What follows belongs to an exercise in optimizing a design on an open flow for small area; a production flow would make more cautious choices.
Function was checked by simulation only, so behaviour that the tests miss may differ from the original.
In every run shown here, the design's own scripts or RTL, not TritonCTS, make the clock network.
No driver is modelled on the clock port, so clock power and skew are understated where the tree is cut down; a real chip needs a root buffer or a tree.
Power is estimated from default activity; no workload was simulated.

==> design.v <==
`timescale 1ns / 1ps
module debounce
    (
        input logic clk,
        input logic rst,
        input logic button,
        output logic pulse
    );
    logic [9:0] q, nq;
    logic en, clr, det, p;
    assign en  = button & ~rst;
    assign clr = ~en;
    assign det = (q[0] & q[4] & q[8] & q[9]) & ~(q[1] | q[3] | q[5] | q[7]);
    assign nq[9] = ~(clr | q[8]);
    assign nq[8] = ~(clr | q[7]);
    assign nq[7] = ~(clr | q[6] | det);    
    assign nq[6] = ~(en & q[5]);
    assign nq[5] = ~(clr | q[4]);
    assign nq[4] = ~(clr | q[3]);
    assign nq[3] = ~(clr | q[2]);
    assign nq[2] = ~(en & q[1]);
    assign nq[1] = ~(clr | q[0]);
    assign nq[0] = ~(en & ~(q[9] ^ q[6]));
    always_ff @(posedge clk) begin
        q <= nq;
        p <= det & ~rst;
    end
    assign pulse = p;
endmodule
`timescale 1ns / 1ps
module single_pulse_detector 
    #(
        parameter detect_type = 2'b0
    )
    (
        input logic clk,
        input logic rst,
        input logic input_signal,
        output logic output_pulse
    );
    logic ff0;
    logic ff1;
    always_ff@(posedge clk, posedge rst) begin
        if (rst) begin
            ff0 <= 1'b0;
            ff1 <= 1'b0;
        end
        else begin
            ff0 <= input_signal;
            ff1 <= ff0;
        end
    end
    always_comb begin
        if (detect_type == 2'b00)
            output_pulse = ~ff1 & ff0;
        else if (detect_type == 2'b01)
            output_pulse = ~ff0 & ff1;
        else if (detect_type == 2'b10)
            output_pulse = ff0 ^ ff1;
        else
            output_pulse = 1'b0;
    end
endmodule
`timescale 1ns/1ps
module lock_fsm
(
    input logic clk,
    input logic rst,
    input logic [3:0] nwse,
    output logic [3:0] led,
    output logic [2:0] rgb
);
    logic [3:0] st, nst;
    logic fl, en1, is_unl, is_alm, is_lock, ge1, ge2, ge3;
    assign nst[0] = (st[0] & ~st[1] & ~st[2] & ~st[3]) | (~nwse[0] & ~nwse[1] & nwse[2] & ~nwse[3] & ~st[0] & st[3]) | (~nwse[0] & ~nwse[2] & st[0] & ~st[1]) | (~nwse[0] & nwse[1] & ~nwse[2] & ~nwse[3] & ~st[0] & st[3]) | (~nwse[0] & ~nwse[1] & ~nwse[2] & nwse[3] & ~st[0] & st[3]) | (~nwse[0] & ~nwse[1] & ~nwse[2] & ~nwse[3] & st[0] & ~st[3]) | (nwse[0] & ~st[0] & ~st[1] & st[2]) | (~nwse[0] & nwse[2] & ~st[1] & st[2]) | (nwse[1] & ~st[1] & st[2] & st[3]) | (~st[0] & ~st[1] & st[2] & ~st[3]);
    assign nst[1] = (nwse[0] & ~nwse[1] & ~nwse[2] & ~nwse[3] & ~st[2] & ~st[3]) | (~nwse[0] & nwse[1] & ~nwse[2] & ~nwse[3] & ~st[2] & ~st[3]) | (~nwse[0] & ~nwse[1] & ~nwse[2] & nwse[3] & ~st[2] & ~st[3]) | (nwse[0] & st[0] & ~st[3]) | (~nwse[0] & st[1]) | (nwse[0] & st[0] & ~st[1] & ~st[2]) | (nwse[1] & st[1] & ~st[3]) | (nwse[2] & st[1] & ~st[3]) | (nwse[3] & st[1] & ~st[3]) | (nwse[2] & st[0] & ~st[1] & ~st[2]) | (nwse[1] & st[0] & ~st[2] & ~st[3]);
    assign nst[2] = (nwse[0] & nwse[1] & ~st[0] & ~st[1]) | (nwse[2] & ~st[0] & ~st[1] & ~st[3]) | (nwse[0] & nwse[3] & ~st[0] & ~st[1]) | (nwse[2] & st[0] & ~st[1] & ~st[2] & st[3]) | (~nwse[0] & ~nwse[1] & nwse[2] & ~nwse[3] & ~st[0] & ~st[2] & ~st[3]) | (~st[0] & ~st[1] & st[2]) | (~nwse[0] & ~nwse[1] & ~nwse[2] & ~nwse[3] & st[2]) | (nwse[0] & st[1] & ~st[2] & st[3]) | (nwse[0] & ~st[0] & st[2] & ~st[3]) | (~nwse[0] & nwse[2] & nwse[3] & ~st[0] & st[2]) | (~nwse[0] & ~nwse[1] & st[0] & st[2] & st[3]) | (nwse[0] & ~st[0] & ~st[2] & st[3]) | (~nwse[0] & nwse[1] & nwse[3] & st[1] & st[2]) | (~nwse[0] & nwse[1] & nwse[2] & st[1] & st[2]);
    assign nst[3] = (nwse[2] & ~st[0] & ~st[1] & ~st[3]) | (nwse[0] & st[0] & ~st[1]) | (~nwse[0] & ~nwse[1] & ~nwse[2] & ~nwse[3] & st[3]) | (~nwse[0] & nwse[1] & nwse[3] & st[3]) | (~nwse[0] & nwse[1] & nwse[2] & st[3]) | (~nwse[0] & nwse[2] & nwse[3] & st[3]) | (~st[0] & ~st[1] & st[2]) | (nwse[1] & st[0] & st[2] & st[3]) | (nwse[2] & st[0] & ~st[1] & ~st[2] & st[3]);
    assign fl = (~st[0] & st[1] & ~st[3]) | (~st[0] & ~st[1] & st[2] & st[3]);
    assign en1 = (~st[2]) | (st[3]);
    assign is_unl = (~st[0] & st[3]);
    assign is_alm = (st[1]);
    assign is_lock = (st[0] & st[2] & st[3]);
    assign ge1 = (~st[1] & ~st[2]) | (st[0] & ~st[3]) | (st[1] & st[3]);
    assign ge2 = (~st[1] & ~st[2] & ~st[3]) | (st[1] & st[3]) | (st[0] & st[1]);
    assign ge3 = (~st[0] & ~st[1] & ~st[2] & ~st[3]) | (st[0] & st[1]);
    always_ff @(posedge clk, posedge rst) begin
        if (rst)
            st <= 4'd13;
        else
            st <= nst;
    end
    logic [12:0] y1;
    logic [13:0] y2;
    logic f;
    logic [13:0] c1;
    logic [14:0] c2;
    assign c1[0] = en1;
    assign c2[0] = ~en1;
    genvar i;
    generate
        for (i = 0; i < 13; i++) begin : g_c1
            assign c1[i+1] = c1[i] & y1[i];
        end
        for (i = 0; i < 14; i++) begin : g_c2
            assign c2[i+1] = c2[i] & y2[i];
        end
    endgenerate
    always_ff @(posedge clk) begin
        if (!fl) begin
            y1 <= '1;
            y2 <= '1;
        end
        else begin
            y1 <= y1 ^ c1[12:0];
            y2 <= y2 ^ c2[13:0];
        end
    end
    always_ff @(posedge clk) begin
        if (!fl)
            f <= 1'b0;
        else
            f <= f ^ (c1[13] | c2[14]);
    end
    assign led = {is_unl & f, {3{is_unl & f}} | {ge3, ge2, ge1}};
    assign rgb = {is_alm & f, 1'b0, is_lock};
endmodule
`timescale 1ns / 1ps
module top_fsm
(
    input logic clk,
    input logic rst,
    input logic [3:0] btn,
    output logic [3:0] led,
    output logic [2:0] rgb
);
    logic [3:0] btn_pulse;
genvar k;
generate
    for (k = 0; k < 4; k++) begin : g_btn
        debounce db_btn_i
        (
            .clk(clk),
            .rst(rst),
            .button(btn[k]),
            .pulse(btn_pulse[k])
        );
    end
endgenerate
lock_fsm lock_fsm_i
(
    .clk(clk),
    .rst(rst),
    .nwse(btn_pulse),
    .led(led),
    .rgb(rgb)
);
endmodule
==> flow/run.sh <==
#!/bin/bash
# The standard layout (standard.sh) with two changes:
# - port buffers are buf_1 cells (every input and output still gets one);
# - the clock tree is a root inv_4 driving 4 inv_8 leaves, each at the
#   centre of a quarter of the flip-flops (flow/manual_cts.tcl), instead of
#   TritonCTS's H-tree with dummy loads. Two inversions keep the polarity.
set -e
export BUFFER_PORTS_ARGS="-buffer_cell sky130_fd_sc_hd__buf_1"
export PRE_CTS_TCL="$PWD/flow/pre_cts.tcl"
bash standard.sh > standard.log 2>&1
==> flow/manual_cts.tcl <==
# Manual clock tree: the flip-flops are split into NLEAF groups by position
# (recursive bisection along the longer side), each group is driven by a
# LEAFBUF at the group's centre, and the leaves by a ROOTBUF driven by the
# clock port. Every flip-flop sees the same two buffer stages.
# Split the sinks into k groups of near-equal size: cut along the longer
# side of their bounding box, in proportion to the groups on each side.
proc cell_output_pin {master} {
  foreach mt [$master getMTerms] {
    if {[$mt getIoType] == "OUTPUT"} { return [$mt getName] }
  }
}

proc clock_tree_partition {g k} {
  if {$k <= 1} { return [list $g] }
  set xs [lmap s $g {lindex $s 1}]; set ys [lmap s $g {lindex $s 2}]
  set dx [expr {[tcl::mathfunc::max {*}$xs] - [tcl::mathfunc::min {*}$xs]}]
  set dy [expr {[tcl::mathfunc::max {*}$ys] - [tcl::mathfunc::min {*}$ys]}]
  set g [lsort -integer -index [expr {$dx >= $dy ? 1 : 2}] $g]
  set k1 [expr {$k / 2}]
  set h [expr {([llength $g] * $k1 + $k / 2) / $k}]
  return [concat [clock_tree_partition [lrange $g 0 [expr {$h-1}]] $k1] \
                 [clock_tree_partition [lrange $g $h end] [expr {$k - $k1}]]]
}

proc manual_clock_tree {nleaf leafbuf rootbuf} {
  set db [ord::get_db]
  set block [ord::get_db_block]
  set clknet [$block findNet clk]
  set sinks {}
  foreach it [$clknet getITerms] {
    set b [[$it getInst] getBBox]
    lappend sinks [list $it [expr {([$b xMin]+[$b xMax])/2}] [expr {([$b yMin]+[$b yMax])/2}]]
  }
  set groups [clock_tree_partition $sinks $nleaf]
  set rootm [$db findMaster $rootbuf]
  set leafm [$db findMaster $leafbuf]
  set root [odb::dbInst_create $block $rootm clkbuf_root]
  set rootnet [odb::dbNet_create $block clknet_root]
  $rootnet setSigType CLOCK
  [$root findITerm A] connect $clknet
  [$root findITerm [cell_output_pin $rootm]] connect $rootnet
  set rx 0; set ry 0; set n 0
  foreach g $groups {
    set leaf [odb::dbInst_create $block $leafm clkbuf_leaf_$n]
    set lnet [odb::dbNet_create $block clknet_leaf_$n]
    $lnet setSigType CLOCK
    set sx 0; set sy 0
    foreach s $g {
      set it [lindex $s 0]
      $it disconnect
      $it connect $lnet
      set sx [expr {$sx + [lindex $s 1]}]; set sy [expr {$sy + [lindex $s 2]}]
    }
    set cx [expr {$sx / [llength $g]}]; set cy [expr {$sy / [llength $g]}]
    [$leaf findITerm A] connect $rootnet
    [$leaf findITerm [cell_output_pin $leafm]] connect $lnet
    $leaf setLocation $cx $cy
    $leaf setPlacementStatus PLACED
    set rx [expr {$rx + $cx}]; set ry [expr {$ry + $cy}]
    incr n
  }
  $root setLocation [expr {$rx / $n}] [expr {$ry / $n}]
  $root setPlacementStatus PLACED
  set_propagated_clock [all_clocks]
  puts "manual clock tree: $n leaves of $leafbuf, root $rootbuf"
}
==> flow/pre_cts.tcl <==
# Hook run by ORFS before clock tree synthesis (PRE_CTS_TCL): replace
# TritonCTS's H-tree with the small two-level tree of manual_cts.tcl.
source [file join [file dirname [info script]] manual_cts.tcl]
rename clock_tree_synthesis tritoncts_clock_tree_synthesis
proc clock_tree_synthesis {args} {
  manual_clock_tree 4 sky130_fd_sc_hd__inv_8 sky130_fd_sc_hd__inv_4
}
==> standard.sh <==
#!/bin/bash
# synth_recipe.tcl (not shown) runs the flow's synth.tcl, then flattens the netlist and writes it again
# the make line also repeats each setting of config.mk as NAME=value (left out here)
make -C /OpenROAD-flow-scripts/flow DESIGN_CONFIG=/design/flow/config.mk WORK_HOME=/design/flow/orfs CLKGATE_MAP_FILE= SYNTH_SCRIPT=/design/flow/synth_recipe.tcl "${@:-finish}"
==> config.mk <==
export PLATFORM = sky130hd
export DESIGN_NAME = top_fsm
export DESIGN_NICKNAME = top_fsm
export VERILOG_FILES = /design/flow/design.v
export SDC_FILE = /design/flow/constraint.sdc
export NUM_CORES = 4
export LEC_CHECK = 0
export CAP_MARGIN = 20
export CORE_MARGIN = 2
export CORE_UTILIZATION = 40
export SLEW_MARGIN = 20
==> constraint.sdc <==
create_clock -name core_clock -period 8.0 [get_ports {clk}]
set_input_delay 1.6000 -clock core_clock [delete_from_list [all_inputs] [get_ports {clk}]]
set_output_delay 1.6000 -clock core_clock [all_outputs]
set_load 0.01 [all_outputs]
==> results of run 1 <==
## state kept, by name (all words and copies together) (netlist names)
register	cells
g_btn.db_btn_i.q	40
lock_fsm_i.f	1
lock_fsm_i.y2	14
lock_fsm_i.y1	13
g_btn.db_btn_i.p	4
lock_fsm_i.st	4
## final cells by class
type | instances | area share (%)
sequential | 76 | 51.8
multi-input combinational | 184 | 40.5
tap | 96 | 4.03
inverter | 10 | 2.35
timing repair buffer | 11 | 1.38
## layer usage
layer	global-route usage (%)	up-vias	wire, um
met2	19.8	36	1880
met5	0	-	0
met1	16.1	896	2190
li1	-	967	-
met3	1.31	8	170
met4	2.34	0	78
## critical path, cell delays in order, from the launching register on
cell      delay [ns]
dfstp_2         0.73
nand2b_1        0.19
inv_1           0.05
ha_1            0.19
ha_1            0.20
ha_1            0.20
ha_1            0.19
ha_1            0.19
ha_1            0.19
ha_1            0.19
ha_1            0.19
ha_1            0.19
ha_1            0.19
ha_1            0.20
ha_1            0.20
ha_1            0.19
ha_1            0.26
or3_1           0.34
## through the flow
step	cell area [um2]	total power, uW	instances	util [%]
final	2980	716	377	43.4
after global routing	2980	771	377	43.4
after CTS	2980	731	377	43.4
after detailed placement	2930	584	372	42.7
after floorplan	2860	554	282	-
after global placement	2930	580	372	42.7
## power by group through the flow
stage	Combinational [uW]	Sequential [uW]	Clock, uW
3_5_place_dp	125	459	0
6_report	122	449	145
3_3_place_gp	122	458	0
5_1_grt	148	455	167
2_1_floorplan	112	442	0
4_1_cts	127	450	155
## cells in the mapped netlist (3+ instances only)
cell | number | share of area, %
dfxtp_1 | 72 | 50
or4_1 | 4 | 1.0
clkbuf_1 | 10 | 1.3
a21oi_1 | 4 | 0.70
inv_2 | 3 | 0.39
xnor2_1 | 4 | 1.2
nand2b_1 | 3 | 0.66
buf_4 | 3 | 0.79
o21ai_0 | 3 | 0.52
ha_1 | 27 | 12
nor3_1 | 13 | 2.3
dfstp_2 | 3 | 2.8
o21ai_1 | 4 | 0.70
nor2b_1 | 9 | 2.0
a31oi_1 | 3 | 0.66
nand2_1 | 21 | 2.8
or3_1 | 27 | 5.9
nand4_1 | 4 | 0.87
nor2_1 | 35 | 4.6
## logic make-up (layout without fill, tap and decap cells)
family | after synthesis | count (layout) | share of synthesized area [%]
simple gates | 122 | 122 | 21.4
flops | 76 | 76 | 54.0
buf+inv | 22 | 21 | 3.89
compound gates | 26 | 26 | 6.12
other cells | 1 | 1 | 0.131
mux | 2 | 2 | 0.874
fa+ha+maj | 27 | 27 | 11.8
xor+xnor | 6 | 6 | 1.83
## how the worst max path moves through the flow
stage | cells after the start | end | from | slack (ns)
after floorplan | 18 | lock_fsm_i.y2[13] | lock_fsm_i.st[3] | 4.05
after global placement | 17 | lock_fsm_i.y2[13] | lock_fsm_i.st[3] | 3.84
after detailed placement | 17 | lock_fsm_i.y2[13] | lock_fsm_i.st[3] | 3.79
after CTS | 17 | lock_fsm_i.y2[13] | lock_fsm_i.st[3] | 3.77
after global routing | 17 | lock_fsm_i.y2[13] | lock_fsm_i.st[3] | 3.54
final | 17 | lock_fsm_i.y2[13] | lock_fsm_i.st[3] | 3.79
## layout by cell type (no fill, tap or decap), drive strengths merged, types with 3 or more instances in the layout
cell / instances
dfstp: 3
inv: 10
nor2b: 9
a21oi: 4
nand2b: 3
nand4: 4
xnor2: 4
o21ai: 7
buf: 11
ha: 27
dfxtp: 72
nor2: 35
nor3: 13
nand2: 22
a31oi: 3
or3: 27
or4: 4
==> impl_results.md, run 1 <==
- Die height: 88.6 um
- GP Congestion: 0.737
- Worst setup margin: 3.79 ns
- Hold Path End: g_btn[3].db_btn_i.q[3]
- R2R depth: 17
- DR DRC count: 0
- Hold-fix buffers, CTS: 0
- Unrepaired setup endpoints after global routing: no
- Overflow after GRT: 0
- Die ar.: 7850 um2
- Clock-pin slew on the worst setup and hold paths: 0.09 ns
- Fin crit period: 4.21 ns
- Antenna Nets Post-Route: 0
- First-pass GRT wire length: 7780 um
- Die width: 88.6 um
- R2R Path Start: lock_fsm_i.st[3]
- # rows: 30
- Peak fanout along the critical path: 18
- Sequential power share: 62.7%
- Fmax: 237 MHz
- Max-Cap Viols: 0
- Hold Path Origin: g_btn[3].db_btn_i.q[2]
- Max-slew headroom: 64.3%
- Distinct cell type count after synthesis: 41
- DP HPWL: 2900 um
- Hold Path Stages: 1
- Endpoint class of the critical path: register
- Slew @ Worst Pin: 0.536 ns
- Core ar.: 6870 um2
- Yosys reg bits: 76
- Setup repair bufs after CTS: 0
- Internal reg-to-reg setup slack: 3.79 ns
- PortBufs: 11
- PwrDens: 240 nW/um2
- DP Worst Slack: 3.79 ns
- Final net count: 316
- Initial antenna violation count: 0
- Synthesis Warnings: 2
- Drt via density: 5.06
- Post-synth ARST share: 5.26%
- Required time of the critical path: 8.09 ns
- WP data arrival: 4.31 ns
- Sequential cell area: 1550 um2
- RR Endpoint: lock_fsm_i.y2[13]
- Syn Inst Count: 282
- Combinational fraction of design power: 17.1%
- Drt pass-1 iters: 4
- Post_cts resized: 0
- Diode count: 0
- Syn_nets: 315
- Starting Density: 41.7%
- Leak: 0.00120 uW
- WL final: 4320 um
- Clock share of power: 20.3%
- Largest net degree at the start of global routing: 39
- Psw: 211 uW
- Fin. max-slew vios: 0
- Setup Skew: 0.00289 ns
- Max VDD drop: 0.0898 mV
- Crit path kind: reg2reg
- Tcrit/Tclk final: 52.7%
- Post-synth EDFFs: 0
- Crit start category: register
- Final Hold Fails: 0
- Area grow syn2layout: 4.19%
- Hold WC Path Type: reg2reg
- Primary FF master, synth: dfxtp_1
- Sw Ratio: 29.4%
- Synth Area per Inst: 10.2 um2
- Setup TNS Final: 0 ns
- Iteration-0 DRC count of the detailed router: 85
- Routed via count: 1907
- # IOs: 13
- Internal Power: 505 uW
- Total GRT Usage: 11.7%
- Outcome: timing/DRC/antenna clean
- Post-synthesis cell area: 2860 um2
- Clock Latency Late Sink: 0.20 ns
- Vias in the first global route: 1813
- Sequential element share of the synthesized area: 54.0%
- Area of the multi-input gates: 1210 um2
- Fillers: 674
- WHS: 0.386 ns
- Fraction of layout cells with a size suffix above 1: 4.63%
- Final setup viols: 0
- Wire length per cell: 11.4 um
==> inputs of run 2 (changes only) <==
--- a/design.v
+++ b/design.v
@@ -72,15 +72,15 @@
 );
     logic [3:0] st, nst;
     logic fl, en1, is_unl, is_alm, is_lock, ge1, ge2, ge3;
-    assign nst[0] = (st[0] & ~st[1] & ~st[2] & ~st[3]) | (~nwse[0] & ~nwse[1] & nwse[2] & ~nwse[3] & ~st[0] & st[3]) | (~nwse[0] & ~nwse[2] & st[0] & ~st[1]) | (~nwse[0] & nwse[1] & ~nwse[2] & ~nwse[3] & ~st[0] & st[3]) | (~nwse[0] & ~nwse[1] & ~nwse[2] & nwse[3] & ~st[0] & st[3]) | (~nwse[0] & ~nwse[1] & ~nwse[2] & ~nwse[3] & st[0] & ~st[3]) | (nwse[0] & ~st[0] & ~st[1] & st[2]) | (~nwse[0] & nwse[2] & ~st[1] & st[2]) | (nwse[1] & ~st[1] & st[2] & st[3]) | (~st[0] & ~st[1] & st[2] & ~st[3]);
-    assign nst[1] = (nwse[0] & ~nwse[1] & ~nwse[2] & ~nwse[3] & ~st[2] & ~st[3]) | (~nwse[0] & nwse[1] & ~nwse[2] & ~nwse[3] & ~st[2] & ~st[3]) | (~nwse[0] & ~nwse[1] & ~nwse[2] & nwse[3] & ~st[2] & ~st[3]) | (nwse[0] & st[0] & ~st[3]) | (~nwse[0] & st[1]) | (nwse[0] & st[0] & ~st[1] & ~st[2]) | (nwse[1] & st[1] & ~st[3]) | (nwse[2] & st[1] & ~st[3]) | (nwse[3] & st[1] & ~st[3]) | (nwse[2] & st[0] & ~st[1] & ~st[2]) | (nwse[1] & st[0] & ~st[2] & ~st[3]);
-    assign nst[2] = (nwse[0] & nwse[1] & ~st[0] & ~st[1]) | (nwse[2] & ~st[0] & ~st[1] & ~st[3]) | (nwse[0] & nwse[3] & ~st[0] & ~st[1]) | (nwse[2] & st[0] & ~st[1] & ~st[2] & st[3]) | (~nwse[0] & ~nwse[1] & nwse[2] & ~nwse[3] & ~st[0] & ~st[2] & ~st[3]) | (~st[0] & ~st[1] & st[2]) | (~nwse[0] & ~nwse[1] & ~nwse[2] & ~nwse[3] & st[2]) | (nwse[0] & st[1] & ~st[2] & st[3]) | (nwse[0] & ~st[0] & st[2] & ~st[3]) | (~nwse[0] & nwse[2] & nwse[3] & ~st[0] & st[2]) | (~nwse[0] & ~nwse[1] & st[0] & st[2] & st[3]) | (nwse[0] & ~st[0] & ~st[2] & st[3]) | (~nwse[0] & nwse[1] & nwse[3] & st[1] & st[2]) | (~nwse[0] & nwse[1] & nwse[2] & st[1] & st[2]);
-    assign nst[3] = (nwse[2] & ~st[0] & ~st[1] & ~st[3]) | (nwse[0] & st[0] & ~st[1]) | (~nwse[0] & ~nwse[1] & ~nwse[2] & ~nwse[3] & st[3]) | (~nwse[0] & nwse[1] & nwse[3] & st[3]) | (~nwse[0] & nwse[1] & nwse[2] & st[3]) | (~nwse[0] & nwse[2] & nwse[3] & st[3]) | (~st[0] & ~st[1] & st[2]) | (nwse[1] & st[0] & st[2] & st[3]) | (nwse[2] & st[0] & ~st[1] & ~st[2] & st[3]);
+    assign nst[0] = (st[0] & ~st[1] & ~st[2] & ~st[3]) | (~nwse[0] & ~nwse[1] & nwse[2] & ~nwse[3] & ~st[0] & st[3]) | (nwse[1] & ~st[1] & st[2] & st[3]) | (~nwse[0] & nwse[1] & ~nwse[2] & ~nwse[3] & ~st[0] & st[3]) | (~nwse[0] & ~nwse[1] & ~nwse[2] & nwse[3] & ~st[0] & st[3]) | (nwse[0] & ~st[0] & ~st[1] & st[2]) | (~nwse[0] & ~st[1] & st[2] & ~st[3]) | (~nwse[0] & ~nwse[2] & st[0] & ~st[1]) | (~nwse[0] & nwse[2] & ~st[1] & st[2]) | (~nwse[0] & ~nwse[1] & ~nwse[2] & ~nwse[3] & st[0] & ~st[3]);
+    assign nst[1] = (nwse[0] & ~nwse[1] & ~nwse[2] & ~nwse[3] & ~st[2] & ~st[3]) | (~nwse[0] & nwse[1] & ~nwse[2] & ~nwse[3] & ~st[2] & ~st[3]) | (~nwse[0] & ~nwse[1] & ~nwse[2] & nwse[3] & ~st[2] & ~st[3]) | (nwse[2] & st[0] & ~st[2]) | (~nwse[0] & st[1]) | (nwse[0] & st[0] & ~st[2]) | (nwse[0] & st[0] & ~st[3]) | (nwse[1] & st[1] & ~st[3]) | (nwse[2] & st[1] & ~st[3]) | (nwse[3] & st[1] & ~st[3]) | (nwse[1] & st[0] & ~st[2] & ~st[3]);
+    assign nst[2] = (nwse[2] & ~st[0] & ~st[1] & ~st[3]) | (~nwse[0] & ~nwse[1] & nwse[2] & ~nwse[3] & ~st[0] & ~st[2] & ~st[3]) | (~st[0] & ~st[1] & st[2]) | (~nwse[0] & ~nwse[1] & ~st[1] & st[2] & st[3]) | (nwse[0] & st[1] & st[2]) | (nwse[0] & st[0] & ~st[1] & ~st[3]) | (nwse[0] & ~st[0] & ~st[1] & st[3]) | (nwse[1] & nwse[2] & st[1] & st[2]) | (nwse[0] & ~nwse[2] & st[0] & ~st[2] & st[3]) | (~nwse[0] & ~nwse[1] & ~nwse[2] & ~nwse[3] & st[2]) | (nwse[2] & nwse[3] & st[1] & st[2]) | (nwse[1] & nwse[3] & st[1] & st[2]) | (nwse[0] & nwse[1] & ~st[1] & ~st[3]) | (nwse[0] & nwse[3] & ~st[1] & ~st[3]);
+    assign nst[3] = (nwse[2] & ~st[0] & ~st[1] & ~st[3]) | (nwse[0] & st[0] & ~st[1]) | (~nwse[0] & ~nwse[1] & ~nwse[2] & ~nwse[3] & st[3]) | (~nwse[0] & nwse[1] & nwse[3] & st[3]) | (~nwse[0] & nwse[1] & nwse[2] & st[3]) | (~nwse[0] & nwse[2] & nwse[3] & st[3]) | (~st[0] & ~st[1] & st[2]) | (nwse[1] & ~st[1] & st[2] & st[3]) | (nwse[2] & st[0] & ~st[2] & st[3]);
     assign fl = (~st[0] & st[1] & ~st[3]) | (~st[0] & ~st[1] & st[2] & st[3]);
     assign en1 = (~st[2]) | (st[3]);
     assign is_unl = (~st[0] & st[3]);
     assign is_alm = (st[1]);
-    assign is_lock = (st[0] & st[2] & st[3]);
+    assign is_lock = (st[0] & ~st[1] & st[2] & st[3]);
     assign ge1 = (~st[1] & ~st[2]) | (st[0] & ~st[3]) | (st[1] & st[3]);
     assign ge2 = (~st[1] & ~st[2] & ~st[3]) | (st[1] & st[3]) | (st[0] & st[1]);
     assign ge3 = (~st[0] & ~st[1] & ~st[2] & ~st[3]) | (st[0] & st[1]);
==> run 2 against run 1 <==
Effect of this change: first-iteration DRC count fell by 13%; design area grew 0.50%; power fell by 2.6%; via count shrank 1.4%; critical endpoint is now lock_fsm_i.f; largest power group unchanged.
==> impl_results.md, run 2 <==
- Outcome: timing/DRC/antenna clean
- Fin. max-slew vios: 0 (unchanged)
- Final setup viols: 0 (unchanged)
- Synth area leaders: dfxtp_1 50%, ha_1 12%, nand2b_1 6.0%
- DR DRC count: 0 (unchanged)
- Starting Density: 40.6% (-1.1 points)
- Top cell type's share of synthesized area: 49.8% (-0.57 points)
- Post-synth EDFFs: 0 (unchanged)
- Core ar.: 7140 um2 (+3.9%)
- Max-Cap Viols: 0 (unchanged)
- Distinct cell type count after synthesis: 42 (+2.4%)
- Clock Latency Late Sink: 0.21 ns (about the same)
- Antenna Nets Post-Route: 0 (unchanged)
- Final Hold Fails: 0 (unchanged)
- Initial antenna violation count: 0 (unchanged)
- Synth cell count leaders: 72 x dfxtp_1, 34 x nor2_1, 28 x nand2b_1
- Crit start category: register
- Total GRT Usage: 10.7% (-0.96 points)
- CP cell instances: inv_1 > nand2_1 > inv_1 > ha_1 > ha_1 > ha_1 > ha_1 > ha_1 > ha_1 > ha_1 > ha_1 > ha_1 > ha_1 > ha_1 > ha_1 > ha_1 > ha_1 > or3_1 > and3_1
- Unrepaired setup endpoints after global routing: no
- Setup Skew: 0.00894 ns (+0.00605 ns)
- Wire length per cell: 10.9 um (-4.9%)
- Largest net degree at the start of global routing: 29 (-26%)
- Util after Layout: 42.0% (-1.4 points)
- Sequential element share of the synthesized area: 53.3% (-0.61 points)
- Fmax: 237 MHz (-0.14%)
- # rows: 31 (+3.3%)
- Synth area leader: dfxtp_1
- Overflow after GRT: 0 (unchanged)
- Hold Path Origin: g_btn[1].db_btn_i.q[5]
- Die height: 89.1 um (+0.54%)
- Routed via count: 1881 (-1.4%)
- Leak: 0.00121 uW (+0.32%)
- Syn_nets: 317 (+0.63%)
- Max VDD drop: 0.0688 mV (-23%)
- Yosys reg bits: 76 (unchanged)
- Diode count: 0 (unchanged)
- # IOs: 13 (unchanged)
- WL final: 4190 um (-2.9%)
- Max reg flops: 40 (unchanged)
- First-pass GRT wire length: 7280 um (-6.4%)
- PwrDens: 233 nW/um2 (-3.1%)
- Vias in the first global route: 1720 (-5.1%)
- Drt via density: 4.89 (-3.4%)
- R2R Path Start: lock_fsm_i.st[3]
- Setup TNS Final: 0 ns (unchanged)
- Commonest non-fill, non-tap cell in the layout: dfxtp_1
- PortBufs: 11 (unchanged)
- Hold Path End: g_btn[1].db_btn_i.q[6]
- Fin crit period: 4.22 ns (+0.00594 ns)
- Hold Path Stages: 1 (unchanged)
- Worst path max stage delay: 0.71 ns (-0.02 ns)
- Hold WC Path Type: reg2reg
- Hold-fix buffers, CTS: 0 (unchanged)
- GP Congestion: 0.754 (+2.3%)
- Die width: 89.1 um (+0.54%)
- Fraction of layout cells with a size suffix above 1: 3.50% (-1.1 points)
- Iteration-0 DRC count of the detailed router: 74 (-13%)
- Die ar.: 7940 um2 (+1.1%)
- Largest regs: g_btn.db_btn_i.q x40, lock_fsm_i.y2 x14, lock_fsm_i.y1 x13
- Internal reg-to-reg setup slack: 3.78 ns (about the same)
- Peak fanout along the critical path: 18 (unchanged)
- Drt pass-1 iters: 4 (unchanged)
- Crit path from: lock_fsm_i.st[3]
- RR Endpoint: lock_fsm_i.f
- Syn Inst Count: 284 (+0.71%)
- Post-synthesis cell area: 2900 um2 (+1.1%)
- Clock-pin slew on the worst setup and hold paths: 0.10 ns (about the same)
- Tcrit/Tclk final: 52.7% (+0.074 points)
- Primary FF master, synth: dfxtp_1
- DP HPWL: 2980 um (+2.8%)
- Setup repair bufs after CTS: 0 (unchanged)
- Count leader, synth: dfxtp_1
- Synth Area per Inst: 10.2 um2 (+0.42%)
- PnR Total Power: 698 uW (-2.6%)
- Crit path kind: reg2reg
- Post-synth ARST share: 5.26% (unchanged)
- Synthesis Warnings: 2 (unchanged)
- Reg with most FFs: g_btn.db_btn_i.q
- R2R depth: 19 (+2)
- CP max stage cell: dfstp_2
- Required time of the critical path: 8.11 ns (+0.02 ns)
- Area grow syn2layout: 3.54%
- Endpoint class of the critical path: register
- Post_cts resized: 0 (unchanged)
- WP data arrival: 4.33 ns (+0.02 ns)
- Most used cell, CP: ha_1
- Final net count: 321 (+1.6%)
- Most frequent cells in the layout: 72 x dfxtp_1, 34 x nor2_1, 28 x nand2b_1, 27 x ha_1, 23 x nand2_1
[run 2: cell count changes in the layout (fill, tap and decap cells not counted), sizes merged, moves of 2 or more]
| cell | change |
|---|---|
| or3 | -26 |
| nand2b | +25 |
| a21oi | +4 |
| and3 | +3 |
| a31oi | -2 |
| nand3 | +2 |
| nor2b | -2 |
| nor4 | -2 |
| o21ai | +2 |
| o22ai | +2 |
[run 2: worst max-delay path, delay by kind of cell (launching register included)]
family                     cells  cell delay [ns]
DFF                            1             0.71
adders and majority gates     14             2.69
and+or+nand+nor                3             0.55
buffers and inverters          2             0.16
[run 2: cell type report]
type	instances	area [um2]
inverter	11	73.8
multi-input combinational	188	1210
tap	99	124
sequential	76	1550
timing repair buffer	11	41.3
fill	724	4140
[run 2: worst max path at each step]
| stage | endpoint | cells past startpoint |
|---|---|---|
| 2_1_floorplan | lock_fsm_i.f | 20 |
| 3_3_place_gp | lock_fsm_i.f | 19 |
| 4_1_cts | lock_fsm_i.f | 19 |
| 3_5_place_dp | lock_fsm_i.f | 19 |
| 6_report | lock_fsm_i.f | 19 |
| 5_1_grt | lock_fsm_i.f | 19 |
[run 2: cell families after synthesis]
family	synth area share (%)
AO/OA/AOI/OAI	6.52
XOR/XNOR	1.51
adder cells (fa/ha/maj)	11.7
buffers and inverters	4.71
flip-flops	53.3
other	0.129
AND/OR/NAND/NOR	22.1
[run 2: report_power, final]
| part | switching [uW] | internal [uW] |
|---|---|---|
| clock | 125 | 20.0 |
| sequential | 18.1 | 418 |
| combinational | 55.5 | 61.3 |
[run 2: per-layer routing]
metal	share of wire [%]	GRT usage (%)	vias up	wire length [um]
li1	-	-	959	-
met5	0	0	-	0
met4	3.1	2.85	0	129
met1	48	14.9	881	2030
met3	3.3	0.831	9	139
met2	45	18.0	32	1890
[run 2: through the flow]
step	area [um2]	hold slack (ns)	instances	setup slack, ns
floorplan	2900	0.353	284	4.06
CTS	3000	0.388	385	3.75
finish	3000	0.384	385	3.78
global route	3000	0.402	385	3.51
global placement	2950	0.366	380	3.82
detailed placement	2950	0.363	380	3.78
==> inputs of run 3 (changes only) <==
--- a/design.v
+++ b/design.v
@@ -72,21 +72,21 @@
 );
     logic [3:0] st, nst;
     logic fl, en1, is_unl, is_alm, is_lock, ge1, ge2, ge3;
-    assign nst[0] = (st[0] & ~st[1] & ~st[2] & ~st[3]) | (~nwse[0] & ~nwse[1] & nwse[2] & ~nwse[3] & ~st[0] & st[3]) | (nwse[1] & ~st[1] & st[2] & st[3]) | (~nwse[0] & nwse[1] & ~nwse[2] & ~nwse[3] & ~st[0] & st[3]) | (~nwse[0] & ~nwse[1] & ~nwse[2] & nwse[3] & ~st[0] & st[3]) | (nwse[0] & ~st[0] & ~st[1] & st[2]) | (~nwse[0] & ~st[1] & st[2] & ~st[3]) | (~nwse[0] & ~nwse[2] & st[0] & ~st[1]) | (~nwse[0] & nwse[2] & ~st[1] & st[2]) | (~nwse[0] & ~nwse[1] & ~nwse[2] & ~nwse[3] & st[0] & ~st[3]);
-    assign nst[1] = (nwse[0] & ~nwse[1] & ~nwse[2] & ~nwse[3] & ~st[2] & ~st[3]) | (~nwse[0] & nwse[1] & ~nwse[2] & ~nwse[3] & ~st[2] & ~st[3]) | (~nwse[0] & ~nwse[1] & ~nwse[2] & nwse[3] & ~st[2] & ~st[3]) | (nwse[2] & st[0] & ~st[2]) | (~nwse[0] & st[1]) | (nwse[0] & st[0] & ~st[2]) | (nwse[0] & st[0] & ~st[3]) | (nwse[1] & st[1] & ~st[3]) | (nwse[2] & st[1] & ~st[3]) | (nwse[3] & st[1] & ~st[3]) | (nwse[1] & st[0] & ~st[2] & ~st[3]);
-    assign nst[2] = (nwse[2] & ~st[0] & ~st[1] & ~st[3]) | (~nwse[0] & ~nwse[1] & nwse[2] & ~nwse[3] & ~st[0] & ~st[2] & ~st[3]) | (~st[0] & ~st[1] & st[2]) | (~nwse[0] & ~nwse[1] & ~st[1] & st[2] & st[3]) | (nwse[0] & st[1] & st[2]) | (nwse[0] & st[0] & ~st[1] & ~st[3]) | (nwse[0] & ~st[0] & ~st[1] & st[3]) | (nwse[1] & nwse[2] & st[1] & st[2]) | (nwse[0] & ~nwse[2] & st[0] & ~st[2] & st[3]) | (~nwse[0] & ~nwse[1] & ~nwse[2] & ~nwse[3] & st[2]) | (nwse[2] & nwse[3] & st[1] & st[2]) | (nwse[1] & nwse[3] & st[1] & st[2]) | (nwse[0] & nwse[1] & ~st[1] & ~st[3]) | (nwse[0] & nwse[3] & ~st[1] & ~st[3]);
-    assign nst[3] = (nwse[2] & ~st[0] & ~st[1] & ~st[3]) | (nwse[0] & st[0] & ~st[1]) | (~nwse[0] & ~nwse[1] & ~nwse[2] & ~nwse[3] & st[3]) | (~nwse[0] & nwse[1] & nwse[3] & st[3]) | (~nwse[0] & nwse[1] & nwse[2] & st[3]) | (~nwse[0] & nwse[2] & nwse[3] & st[3]) | (~st[0] & ~st[1] & st[2]) | (nwse[1] & ~st[1] & st[2] & st[3]) | (nwse[2] & st[0] & ~st[2] & st[3]);
-    assign fl = (~st[0] & st[1] & ~st[3]) | (~st[0] & ~st[1] & st[2] & st[3]);
-    assign en1 = (~st[2]) | (st[3]);
-    assign is_unl = (~st[0] & st[3]);
-    assign is_alm = (st[1]);
-    assign is_lock = (st[0] & ~st[1] & st[2] & st[3]);
-    assign ge1 = (~st[1] & ~st[2]) | (st[0] & ~st[3]) | (st[1] & st[3]);
-    assign ge2 = (~st[1] & ~st[2] & ~st[3]) | (st[1] & st[3]) | (st[0] & st[1]);
-    assign ge3 = (~st[0] & ~st[1] & ~st[2] & ~st[3]) | (st[0] & st[1]);
+    assign nst[0] = (st[0] & ~st[1] & ~st[2]) | (st[0] & st[1] & st[2]) | (nwse[1] & ~st[1] & ~st[2] & st[3]) | (nwse[3] & ~st[1] & ~st[2] & st[3]) | (nwse[0] & ~st[0] & st[3]) | (~nwse[0] & ~nwse[2] & st[0]) | (~nwse[0] & nwse[2] & ~st[2] & st[3]) | (~nwse[0] & st[0] & ~st[3]) | (nwse[3] & st[0] & st[2] & ~st[3]) | (nwse[2] & st[0] & st[2] & ~st[3]) | (nwse[1] & st[0] & st[2] & ~st[3]) | (~nwse[1] & ~nwse[2] & ~nwse[3] & st[0] & st[2] & st[3]);
+    assign nst[1] = (~nwse[0] & ~nwse[1] & ~nwse[2] & ~nwse[3] & st[1]) | (~nwse[0] & nwse[1] & nwse[2] & st[1]) | (~nwse[0] & nwse[1] & nwse[3] & st[1]) | (nwse[0] & ~st[0] & st[3]) | (~nwse[0] & nwse[2] & nwse[3] & st[1]) | (nwse[2] & ~st[0] & ~st[1] & ~st[3]) | (nwse[3] & ~st[0] & ~st[1] & ~st[3]) | (nwse[0] & ~st[0] & st[2]) | (~st[0] & ~st[1] & ~st[2] & ~st[3]) | (nwse[1] & ~st[0] & st[2] & ~st[3]) | (nwse[2] & ~st[0] & st[1] & st[3]);
+    assign nst[2] = (~st[0] & ~st[1] & ~st[3]) | (~nwse[0] & ~nwse[1] & nwse[2] & ~nwse[3] & ~st[1] & ~st[2] & ~st[3]) | (nwse[2] & ~st[0] & st[1] & st[3]) | (~nwse[0] & ~nwse[1] & ~nwse[2] & ~nwse[3] & st[2]) | (~nwse[0] & nwse[1] & nwse[3] & st[0] & st[2]) | (nwse[1] & nwse[2] & st[0] & st[2]) | (nwse[2] & nwse[3] & st[0] & st[2]) | (nwse[0] & st[0] & st[1] & st[2]) | (~nwse[0] & ~nwse[1] & ~st[0] & st[2] & ~st[3]) | (nwse[2] & st[0] & st[2] & st[3]) | (nwse[0] & nwse[1] & st[0] & st[2] & ~st[3]) | (nwse[0] & nwse[2] & st[0] & st[2]) | (nwse[0] & nwse[3] & st[0] & st[2] & ~st[3]);
+    assign nst[3] = (~st[0] & ~st[1] & ~st[2] & st[3]) | (~nwse[0] & ~nwse[1] & ~nwse[2] & ~nwse[3] & ~st[1] & st[3]) | (~nwse[0] & ~nwse[2] & ~st[0] & st[3]) | (~nwse[0] & ~nwse[1] & nwse[2] & ~nwse[3] & st[1] & ~st[3]) | (~nwse[0] & nwse[1] & ~nwse[2] & ~nwse[3] & st[1] & ~st[3]) | (~nwse[0] & ~nwse[1] & ~nwse[2] & nwse[3] & st[1] & ~st[3]) | (~nwse[0] & nwse[1] & ~nwse[2] & nwse[3] & st[2] & st[3]) | (nwse[1] & ~st[0] & st[1] & st[2]) | (nwse[0] & st[0] & st[1] & st[2]) | (~nwse[0] & ~st[0] & ~st[1] & st[3]);
+    assign fl = (st[0] & ~st[1] & ~st[3]) | (~st[1] & st[2] & ~st[3]);
+    assign en1 = (~st[2]) | (~st[0]);
+    assign is_unl = (~st[0] & ~st[1] & st[2]);
+    assign is_alm = (st[0]);
+    assign is_lock = (~st[0] & st[1] & st[2]);
+    assign ge1 = (st[1] & ~st[2]) | (st[0] & st[1]) | (st[3]);
+    assign ge2 = (st[0] & st[1]) | (~st[1] & ~st[2] & st[3]) | (st[0] & st[3]);
+    assign ge3 = (st[0] & st[3]);
     always_ff @(posedge clk, posedge rst) begin
         if (rst)
-            st <= 4'd13;
+            st <= 4'd6;
         else
             st <= nst;
     end
==> run 3 against run 2 <==
Effect of this change: synthesized cell count is 3.2% lower; area after synthesis is 2.2% lower; sequential power is 9.4% higher; fmax is 2.1% higher; critical endpoint unchanged; largest power group unchanged.
==> impl_results.md, run 3 <==
- DR DRC count: 0 (unchanged)
- Clock share of power: 15.5% (-5.3 points)
- Total GRT Usage: 11.2% (+0.54 points)
- Distinct cell type count after synthesis: 38 (-9.5%)
- Die ar.: 7770 um2 (-2.1%)
- Required time of the critical path: 8.11 ns (about the same)
- Clock Latency Late Sink: 0.21 ns (about the same)
- Reg with most FFs: g_btn.db_btn_i.q
- Diode count: 0 (unchanged)
- Commonest non-fill, non-tap cell in the layout: dfxtp_1
- Die height: 88.2 um (-1.1%)
- Fin. max-slew vios: 0 (unchanged)
- Overflow after GRT: 0 (unchanged)
- DP Worst Slack: 3.84 ns (+0.0621 ns)
- Internal reg-to-reg setup slack: 3.87 ns (+0.09 ns)
- Worst setup margin: 3.87 ns (+0.0883 ns)
- Antenna Nets Post-Route: 0 (unchanged)
- Post-synthesis cell area: 2830 um2 (-2.2%)
- Yosys reg bits: 76 (unchanged)
- DP HPWL: 2870 um (-3.9%)
- CP cell instances: nand2_1 > inv_1 > ha_1 > ha_1 > ha_1 > ha_1 > ha_1 > ha_1 > ha_1 > ha_1 > ha_1 > ha_1 > ha_1 > ha_1 > ha_1 > ha_1 > or3_1 > and3_1
- Most used cell, CP: ha_1
- WP data arrival: 4.24 ns (-0.09 ns)
- Hold WC Path Type: reg2reg
- R2R depth: 18 (-1)
- Family with the most delay on the worst path: adder cells
- Psw: 308 uW (+55%)
- Hold Path Stages: 1 (unchanged)
- Worst path max stage delay: 0.53 ns (-0.18 ns)
- Sequential cell area: 1540 um2 (about the same)
- Synth Area per Inst: 10.3 um2 (+1.0%)
- Leak: 0.00117 uW (-3.3%)
- Setup repair bufs after CTS: 0 (unchanged)
- Syn Inst Count: 275 (-3.2%)
- Internal Power: 632 uW (+26%)
- Clock-pin slew on the worst setup and hold paths: 0.09 ns (about the same)
- Util after Layout: 43.5% (+1.4 points)
- Fin crit period: 4.13 ns (-0.0883 ns)
- Crit start category: register
- Setup Skew: 0.00517 ns (-0.00377 ns)
- Largest regs: g_btn.db_btn_i.q x40, lock_fsm_i.y2 x14, lock_fsm_i.y1 x13
- Primary FF master, synth: dfxtp_1
- First-pass GRT wire length: 7400 um (+1.6%)
- Final Hold Fails: 0 (unchanged)
- PortBufs: 11 (unchanged)
- Sequential power share: 50.8% (-12 points)
- Initial antenna violation count: 0 (unchanged)
- Area of the multi-input gates: 1190 um2 (-1.8%)
- WL final: 4140 um (-1.2%)
- Post-synth EDFFs: 0 (unchanged)
- Syn_nets: 308 (-2.8%)
- Post_cts resized: 0 (unchanged)
- Wire length per cell: 11.1 um (+1.7%)
- Max-slew headroom: 37.0%
- Count leader, synth: dfxtp_1
- Critical path depth in cells: 18 (-1)
- Area grow syn2layout: 4.81%
- Top cell type's share of synthesized area: 50.9% (+1.1 points)
- Drt via density: 4.78 (-2.1%)
- Synth area leader: dfxtp_1
- Final net count: 313 (-2.5%)
- Placed cells: 369 (-2.9%)
- Peak fanout along the critical path: 14 (-4)
- Largest net degree at the start of global routing: 29 (unchanged)
- Sequential element share of the synthesized area: 54.5% (+1.2 points)
- # rows: 30 (-3.2%)
- Max VDD drop: 0.105 mV (+53%)
- Starting Density: 41.5% (+0.88 points)
- PwrDens: 316 nW/um2 (+36%)
- # IOs: 13 (unchanged)
- Outcome: timing/DRC/antenna clean
- Combinational fraction of design power: 33.6% (+17 points)
- Buffers and inverters on the worst path: 1 (-1)
- Core ar.: 6830 um2 (-4.3%)
- Final setup viols: 0 (unchanged)
- Setup TNS Final: 0 ns (unchanged)
- Slew @ Worst Pin: 0.945 ns
- Unrepaired setup endpoints after global routing: no
- Drt pass-1 iters: 5 (+1)
- Fillers: 693 (-4.3%)
- Most frequent cells in the layout: 72 x dfxtp_1, 33 x nor2_1, 31 x nand2b_1, 27 x ha_1, 19 x nand2_1
- Crit path kind: reg2reg
- Synth cell count leaders: 72 x dfxtp_1, 33 x nor2_1, 31 x nand2b_1
- Max-Cap Viols: 0 (unchanged)
- Vias in the first global route: 1689 (-1.8%)
- Sw Ratio: 32.8% (+4.3 points)
- Endpoint class of the critical path: register
- Post-synth ARST share: 5.26% (unchanged)
- Synth area leaders: dfxtp_1 51%, ha_1 12%, nand2b_1 6.8%
- CP max stage cell: dfrtp_1
- Routed via count: 1789 (-4.9%)
- Synthesis Warnings: 2 (unchanged)
- Tcrit/Tclk final: 51.6% (-1.1 points)
- GP Congestion: 0.854 (+13%)
- Iteration-0 DRC count of the detailed router: 78 (+5.4%)
- Fraction of layout cells with a size suffix above 1: 3.24% (-0.26 points)
- Max reg flops: 40 (unchanged)
- WHS: 0.388 ns (+0.00331 ns)
- Die width: 88.2 um (-1.1%)
- Fmax: 242 MHz (+2.1%)
- Hold-fix buffers, CTS: 0 (unchanged)
- Non-Filler Instances: 374 (-2.9%)
run 3: cell count changes in the layout (fill, tap and decap cells not counted), sizes merged, moves of 3 or more:
cell,before,now
or3,1,5
nor3,12,9
nand2b,28,31
nand2,23,19
nor2b,7,4
run 3: through the flow:
step	total power (uW)	instance area (um2)
5_1_grt	1050	2970
4_1_cts	957	2970
2_1_floorplan	742	2830
3_3_place_gp	806	2920
3_5_place_dp	804	2920
6_report	939	2970
run 3: final cells by class:
| type | count | area share [%] |
|---|---|---|
| Inverter | 10 | 2.36 |
| Multi-Input combinational cell | 181 | 40.2 |
| Sequential cell | 76 | 52.0 |
| Tap cell | 96 | 4.05 |
| Timing Repair Buffer | 11 | 1.39 |
run 3: cell families (layout without fill, tap and decap cells):
logic type / after synthesis / after routing / synth area share, %
compound gates: 30 / 30 / 7.33
fa+ha+maj: 27 / 27 / 11.9
xor+xnor: 5 / 5 / 1.55
other cells: 1 / 1 / 0.132
simple gates: 118 / 118 / 21.2
buf+inv: 18 / 21 / 3.36
flops: 76 / 76 / 54.5
run 3: worst reg2reg max path, stage by stage, from the launching register on:
cell     delay (ns)
dfrtp_1        0.53
nand2_1        0.20
inv_1          0.08
ha_1           0.21
ha_1           0.20
ha_1           0.20
ha_1           0.21
ha_1           0.20
ha_1           0.20
ha_1           0.19
ha_1           0.20
ha_1           0.19
ha_1           0.19
ha_1           0.20
ha_1           0.19
ha_1           0.20
ha_1           0.19
or3_1          0.30
and3_1         0.16
run 3: final timing paths:
| kind | from | endpoint |
|---|---|---|
| hold / removal | g_btn[1].db_btn_i.q[2] | g_btn[1].db_btn_i.q[3] |
| setup / recovery | lock_fsm_i.st[0] | lock_fsm_i.f |
| max in group asynchronous | rst | lock_fsm_i.st[1] |
| setup reg to reg | lock_fsm_i.st[0] | lock_fsm_i.f |
| hold reg to reg | g_btn[1].db_btn_i.q[2] | g_btn[1].db_btn_i.q[3] |
| min in group asynchronous | rst | lock_fsm_i.st[0] |
run 3: power by group through the flow:
stage | sequential [uW] | combinational [uW] | clock, uW
floorplan | 461 | 281 | 0
global placement | 486 | 319 | 0
detailed placement | 487 | 317 | 0
CTS | 478 | 324 | 154
global route | 487 | 395 | 169
finish | 477 | 316 | 146
run 3: layer usage:
metal / track usage [%] / wire (um)
met4: 3.03 / 131
met2: 18.6 / 1730
met3: 1.32 / 186
met5: 0 / 0
met1: 15.6 / 2090

==> re-timing with driven ports <==
No port has a modelled driver above. Below, the same layouts with a new extraction and two added sets of constraints. Step 1 (the two cells are an assumption about what drives the block):
set clk [get_ports {clk}]
set_driving_cell -lib_cell sky130_fd_sc_hd__clkbuf_16 $clk
set_driving_cell -lib_cell sky130_fd_sc_hd__buf_2 [delete_from_list [all_inputs] $clk]
Step 2 moves the port delays by t, midway between the first and last clock arrival at a register: inputs arrive t later, outputs are due t later. That takes back most of the time a late clock gives input paths. Slacks: ideal ports / drivers / drivers and shift; pairs: ideal ports / drivers.
| run | shift t [ns] | setup WS [ns] | hold slack, ns | latest minus earliest clock arrival (ns) | pins driven straight from the clock port |
|---|---|---|---|---|---|
| run 1 | 0.234 | 3.787 / 3.787 / 3.787 | 0.386 / 0.386 / 0.386 | 0.003 / 0.003 | 1 |
| run 2 | 0.236 | 3.781 / 3.781 / 3.781 | 0.384 / 0.384 / 0.384 | 0.010 / 0.009 | 1 |
| run 3 | 0.237 | 3.869 / 3.869 / 3.869 | 0.388 / 0.388 / 0.388 | 0.005 / 0.005 | 1 |
After both steps setup and hold are still met in every run listed.
